Source: an optimization exercise on an open RTL-to-GDS flow (aim: small area). Production flows keep margins and buffers that such runs may drop.
In this exercise RTL edits were held to simulation tests only and were not proved equivalent to the original.
No activity file was given, so power comes from the tool's default toggle rates.

===== flow/config.mk =====
export PLATFORM = sky130hd
export DESIGN_NAME = bfm_fifo_sync
export DESIGN_NICKNAME = bfm_fifo_sync
export VERILOG_FILES = /design/flow/design.v
export SDC_FILE = /design/flow/constraint.sdc
export NUM_CORES = 4
export LEC_CHECK = 0
export CAP_MARGIN = 20
export CORE_MARGIN = 2
export CORE_UTILIZATION = 40
export CTS_CLUSTER_DIAMETER = 100
export CTS_CLUSTER_SIZE = 25
export PLACE_DENSITY = 0.6
export SETUP_SLACK_MARGIN = 0.1
export SLEW_MARGIN = 20
export SYNTH_HIERARCHICAL = 1
export SYNTH_MINIMUM_KEEP_SIZE = 0

===== flow/run.sh =====
#!/bin/bash
# synth_recipe.tcl (not shown) runs the flow's synth.tcl, then flattens the netlist and writes it again
# the make line also repeats each setting of config.mk as NAME=value (left out here)
make -C /OpenROAD-flow-scripts/flow DESIGN_CONFIG=/design/flow/config.mk WORK_HOME=/design/flow/orfs CLKGATE_MAP_FILE= SYNTH_SCRIPT=/design/flow/synth_recipe.tcl finish

===== flow/constraint.sdc =====
create_clock -name core_clock -period 6.5 [get_ports {clk}]
set_input_delay 1.3000 -clock core_clock [delete_from_list [all_inputs] [get_ports {clk}]]
set_output_delay 1.3000 -clock core_clock [all_outputs]
set_load 0.01 [all_outputs]

===== flow/design.v =====
`timescale 1ns/1ps
module bfm_fifo_sync #(
    parameter   SHOWAHEAD = 1,
    parameter   ABITS    = 7,
    parameter   DBITS    = 16,
    parameter   FTHRD    = 100,
    parameter   ETHRD    = 2
)(
    input  wire             clk,
    input  wire             rst,
    input  wire [DBITS-1:0] wr_data,
    input  wire             wren,
    input  wire             rden,
    output wire [DBITS-1:0] rd_data,
    output wire             wrfull,
    output wire             rdempty,
    output wire [ABITS-1:0] fifo_num
);
localparam DEPTH = FTHRD;           
localparam NHI   = DEPTH / 4;
reg [DBITS-1:0] dat_mem [0:DEPTH-1];
reg [ABITS-1:0] wr_point;
reg [ABITS-1:0] rd_point;
reg [ABITS-1:0] counter_int;
reg             wrfull_r;
reg             rdempty_r;
wire wr_allow = wren & ~wrfull_r;
wire rd_allow = rden & ~rdempty_r;
assign wrfull   = wrfull_r;
assign rdempty  = rdempty_r;
assign fifo_num = counter_int;
function [ABITS-1:0] ptr_inc(input [ABITS-1:0] p);
    ptr_inc = (p == DEPTH-1) ? {ABITS{1'b0}} : p + 1'b1;
endfunction
always @(posedge clk or posedge rst)
    if (rst)           wr_point <= {ABITS{1'b0}};
    else if (wr_allow) wr_point <= ptr_inc(wr_point);
always @(posedge clk or posedge rst)
    if (rst)           rd_point <= {ABITS{1'b0}};
    else if (rd_allow) rd_point <= ptr_inc(rd_point);
wire [3:0]     wr_lo;
wire [NHI-1:0] wr_hi;
wire [3:0]     rd_lo;
wire [NHI-1:0] rd_hi;
genvar i;
generate
    for (i = 0; i < 4; i = i + 1) begin : g_lo
        assign wr_lo[i] = wr_allow & (wr_point[1:0] == i);
        assign rd_lo[i] = (rd_point[1:0] == i);
    end
    for (i = 0; i < NHI; i = i + 1) begin : g_hi
        assign wr_hi[i] = (wr_point[ABITS-1:2] == i);
        assign rd_hi[i] = (rd_point[ABITS-1:2] == i);
    end
    for (i = 0; i < DEPTH; i = i + 1) begin : g_mem
        always @(posedge clk)
            if (wr_hi[i/4] & wr_lo[i%4]) dat_mem[i] <= wr_data;
    end
endgenerate
wire [DEPTH-1:0] rd_sel;
generate
    for (i = 0; i < DEPTH; i = i + 1) begin : g_rsel
        assign rd_sel[i] = rd_hi[i/4] & rd_lo[i%4];
    end
    for (i = 0; i < DBITS; i = i + 1) begin : g_rbit
        wire [DEPTH-1:0] col;
        wire [33:0]      grp_n;
        genvar j;
        for (j = 0; j < DEPTH; j = j + 1) begin : g_col
            assign col[j] = dat_mem[j][i];
        end
        for (j = 0; j < 33; j = j + 1) begin : g_g3
            fifo_aoi222 u_g (.a0(col[3*j]),   .s0(rd_sel[3*j]),
                             .a1(col[3*j+1]), .s1(rd_sel[3*j+1]),
                             .a2(col[3*j+2]), .s2(rd_sel[3*j+2]),
                             .y_n(grp_n[j]));
        end
        assign grp_n[33] = ~(col[99] & rd_sel[99]);
        assign rd_data[i] = ~rst & ~&grp_n;
    end
endgenerate
always @(posedge clk or posedge rst)
    if (rst)
        counter_int <= {ABITS{1'b0}};
    else if (wr_allow & ~rd_allow)
        counter_int <= counter_int + 1'b1;
    else if (~wr_allow & rd_allow)
        counter_int <= counter_int - 1'b1;
always @(posedge clk or posedge rst)
    if (rst)           wrfull_r <= 1'b0;
    else if (wr_allow) wrfull_r <= (counter_int >= FTHRD-1);
    else if (rd_allow) wrfull_r <= 1'b0;
always @(posedge clk or posedge rst)
    if (rst)           rdempty_r <= 1'b1;
    else if (rd_allow) rdempty_r <= (counter_int <= ETHRD-1);
    else if (wr_allow) rdempty_r <= 1'b0;
endmodule
module fifo_aoi222 (
    input  wire a0, s0, a1, s1, a2, s2,
    output wire y_n
);
assign y_n = ~((a0 & s0) | (a1 & s1) | (a2 & s2));
endmodule

==> notes.md <==
[per-module statistics from Yosys (local to each module, per instance)]
module | cells inside | flip-flops and latches
bfm_fifo_sync | 2254 | 1623
fifo_aoi222 | 1 | 0
[state kept, by name, summed over array words and instances, names as in the netlist]
register     count
wr_point         7
wrfull_r         1
rd_point         7
dat_mem       1600
counter_int      7
rdempty_r        1
[per-layer routing]
layer | part of all wire [%] | global-route usage [%] | up-vias | wire length, um
li1 | - | - | 13079 | -
met1 | 40 | 30.9 | 16633 | 63800
met2 | 45 | 31.9 | 1938 | 72000
met4 | 3.1 | 6.44 | 2 | 4870
met5 | 0.0082 | 0 | - | 13
met3 | 11 | 4.29 | 213 | 17600
[what timing repair did]
item | in CTS | in global routing
resized for setup | 8 | 13
endpoints found under the setup margin | 8 | 3
pin swaps | 0 | 0
[worst paths after layout]
check / startpoint / endpoint / slack [ns] / cells after the start
max in group asynchronous: rst / counter_int[5]$_DFFE_PP0P_ / 4.78 / 3
hold / removal: counter_int[6]$_DFFE_PP0P_ / counter_int[6]$_DFFE_PP0P_ / 0.54 / 1
setup reg to reg: rdempty_r$_DFFE_PP1P_ / counter_int[5]$_DFFE_PP0P_ / 3.68 / 7
hold reg to reg: counter_int[6]$_DFFE_PP0P_ / counter_int[6]$_DFFE_PP0P_ / 0.54 / 1
min in group asynchronous: rst / wr_point[2]$_DFFE_PP0P_ / 1.26 / 3
setup / recovery: rd_point[0]$_DFFE_PP0P_ / rd_data[4] / 0.21 / 8
[layout by cell type (no fill, tap or decap), types with 8 or more instances in the layout]
master | netlist | routed
a211oi_1 | 17 | 16
a222oi_1 | 528 | 528
a31oi_1 | 16 | 16
and2_1 | 95 | 85
and2_2 | 0 | 10
buf_4 | 1 | 194
clkbuf_1 | 15 | 22
clkbuf_16 | 0 | 77
clkdlybuf4s50_1 | 0 | 28
dfrtp_1 | 22 | 22
edfxtp_1 | 1600 | 1600
ha_1 | 13 | 11
inv_1 | 10 | 9
nand2_1 | 64 | 63
nand3_1 | 22 | 22
nand4_1 | 116 | 116
nor2_1 | 128 | 126
nor3_1 | 22 | 22
nor4_1 | 20 | 10
nor4_2 | 1 | 10
o21ai_0 | 8 | 8
xnor2_1 | 8 | 8
[kinds of logic (layout without fill, tap and decap cells)]
group,count (synthesis),after routing
buffers and inverters,46,343
xor gates and xnor gates,12,12
other,0,1
and+or+nand+nor,501,501
AOI/OAI and AO/OA,586,586
adders and majority gates,13,13
muxes,1,1
DFF,1623,1623
[where the power goes]
part           internal [mW]  leakage, nW  total [mW]  switching (mW)
Sequential              11.8         14.7        12.0           0.206
Combinational          0.971         3.72        3.23            2.26
Clock                   2.21         1.02        5.30            3.10
Total                   14.9         19.4        20.5            5.56
[cell usage after synthesis (2+ instances only)]
library cell / n
nor3_2: 3
a21oi_1: 5
buf_2: 19
nand2_1: 64
clkbuf_1: 15
inv_1: 10
nor2b_1: 3
nand2b_1: 5
a31oi_1: 16
nor3_1: 22
xor2_1: 4
nand4_1: 116
nor4_1: 20
and2_1: 95
ha_1: 13
nor2_2: 2
or2_1: 3
nor2_1: 128
nor3b_1: 3
o31ai_1: 2
a222oi_1: 528
and3_1: 2
a21o_1: 5
and3b_1: 3
edfxtp_1: 1600
o21ai_0: 8
dfrtp_1: 22
xnor2_1: 8
nand3_1: 22
a211oi_1: 17
[worst max-delay path, delay by kind of cell, from the launching register on]
kind                     cells  cell delay [ns]
flip-flops                   1             0.47
AO/OA/AOI/OAI                2             1.02
buffers and inverters        2             0.68
AND/OR/NAND/NOR              3             1.52
adder cells (fa/ha/maj)      1             0.57
[cell type report]
class	count	area, um^2
Antenna cell	1	2.50
Clock buffer	99	2010
Clock inverter	8	101
Fill cell	12063	79500
Inverter	11	41.3
Multi-Input combinational cell	1113	8710
Sequential cell	1623	48600
Tap cell	1903	2380
Timing Repair Buffer	225	1790
==> metrics.cfg <==
[logic_synthesis]
yosys_warnings = 8
synth-edff-count = 1600
post_synth_and_or_nand_nor_area_fraction_pct = 4.63
synth_top_area_cell = edfxtp_1
avgSynthCellArea_um2 = 20.6
syn_nets = 2815
synth_top_area_share_pct = 83.7
async_flop_share_pct = 1.42
ys_seq_area_share_pct = 84.7
synth_compound_area_share_pct = 9.87
ys_ff_latch = 1623
synth_area_um2 = 57400
synthMuxAreaShare_pct = 0.0174
synthAdderAreaFrac_pct = 0.283
ys.flop_type = edfxtp_1
synth_top_family_by_area = compound AO/OA/AOI/OAI gates
synthXorXnorAreaFrac_pct = 0.183
yosysUniqueCellTypes = 49
synth_area_leaders = edfxtp_1 84%, a222oi_1 9.2%, nand4_1 1.3%
syn_inst = 2782

[timing]
fin_crit_sh_pct = 96.7
tns_ns = 0
worst_pin_slew_ns = 1.01
skew_ns = 0.0378
hold_slack_ns = 0.538
setup_viol = 0
max_slew_margin_pct = 32.4
period_minus_slack_ns = 6.29
finalHoldViolations = 0
fin_ws_ns = 0.214
max_freq_mhz = 159
rsz0062_at_grt = false
slew_viol_final = 0

[clocking]
cts_max_level = 3
clockRootBuffer = clkbuf_16
cts_inserted_buffers = 75
insertion_delay_ns = 0.70
cts.sinks = 1623
cts_tree = built
clk_pin_slew_ns = 0.10
post_cts_buffers = 0
cts_buffer_depth = 3
hold_buffers = 0

[hold_path]
hold_path.class = flip-flop to flip-flop

[power_and_ir_drop]
total_power_mw = 20.5
max-vdd-ir-drop_uv = 176
p_leak_nw = 19.4
p_per_area_nw_per_um2 = 322

[global_routing]
grt_max_degree = 101
grt_pass1_wl_um = 223000
track_usage_pct = 21.1
antenna_found_initial = 5
grt_overflow = 0
grt_pass1_vias = 30216

[floorplanning]
core_um2 = 143000
dieArea_um2 = 147000
start_util_pct = 40.1
die_w_um = 383
rows = 139
die_y_um = 383
ios = 45

[place]
hpwl_um = 98100
place.gp.congestion = 0.915
place_ws_ns = 0.647
placedInstanceArea_um2 = 61500
placed_cells = 4875
portBuffers = 44

[finish]
fin_util_pct = 44.5
final_cell_area_um2 = 63700
layout-drive-gt1-share_pct = 10.4
finalNonFillerCells = 4983
fin_nets = 3082
area_growth_pct = 10.8

[setup_path]
cpMaxStageDelayCell = nor4_2
max_stage_delay_ns = 0.67
path_max_fanout = 16
path_cells = inv_1, ha_1, and2_1, a222oi_1, nand4_1, nor4_2, a31oi_1, clkdlybuf4s50_1
critPathKind = flip-flop to output port
endpoint_kind = output port
worstPathRequired_ns = 5.20
crit_path_start_kind = flip-flop
cp.arrival_ns = 4.99

[route]
ant_nets = 0
vias_per_cell = 6.39
first_iter_violations = 6592
wl_um = 158000
firstDrtPassIters = 15
wl_per_cell_um = 31.8
drc_errors = 0
vias = 31865

[flow_run]
maxCapViolCount = 0

[status]
outcome = finished clean

[what the ideal ports hide]
In the flow no input, the clock included, has a driving cell. The finished layout below was timed again as built, in two steps. Step 1 (the two cells are an assumption about what drives the block):
set clk [get_ports {clk}]
set_driving_cell -lib_cell sky130_fd_sc_hd__clkbuf_16 $clk
set_driving_cell -lib_cell sky130_fd_sc_hd__buf_2 [delete_from_list [all_inputs] $clk]
Step 2 also shifts input and output timing later by t, the mid clock arrival at the registers, as if the neighbouring blocks saw the same clock. Three values: no drivers, after step 1, after step 2; two values: the first two.
t (ns): 0.766
setup WS [ns]: 0.214 / 0.133 / 0.899
hold WS [ns]: 0.538 / 0.538 / 0.538
After both steps setup and hold are still met in this run. The setup slack of this run moves by -0.081 ns with the drivers and by +0.685 ns with both steps.
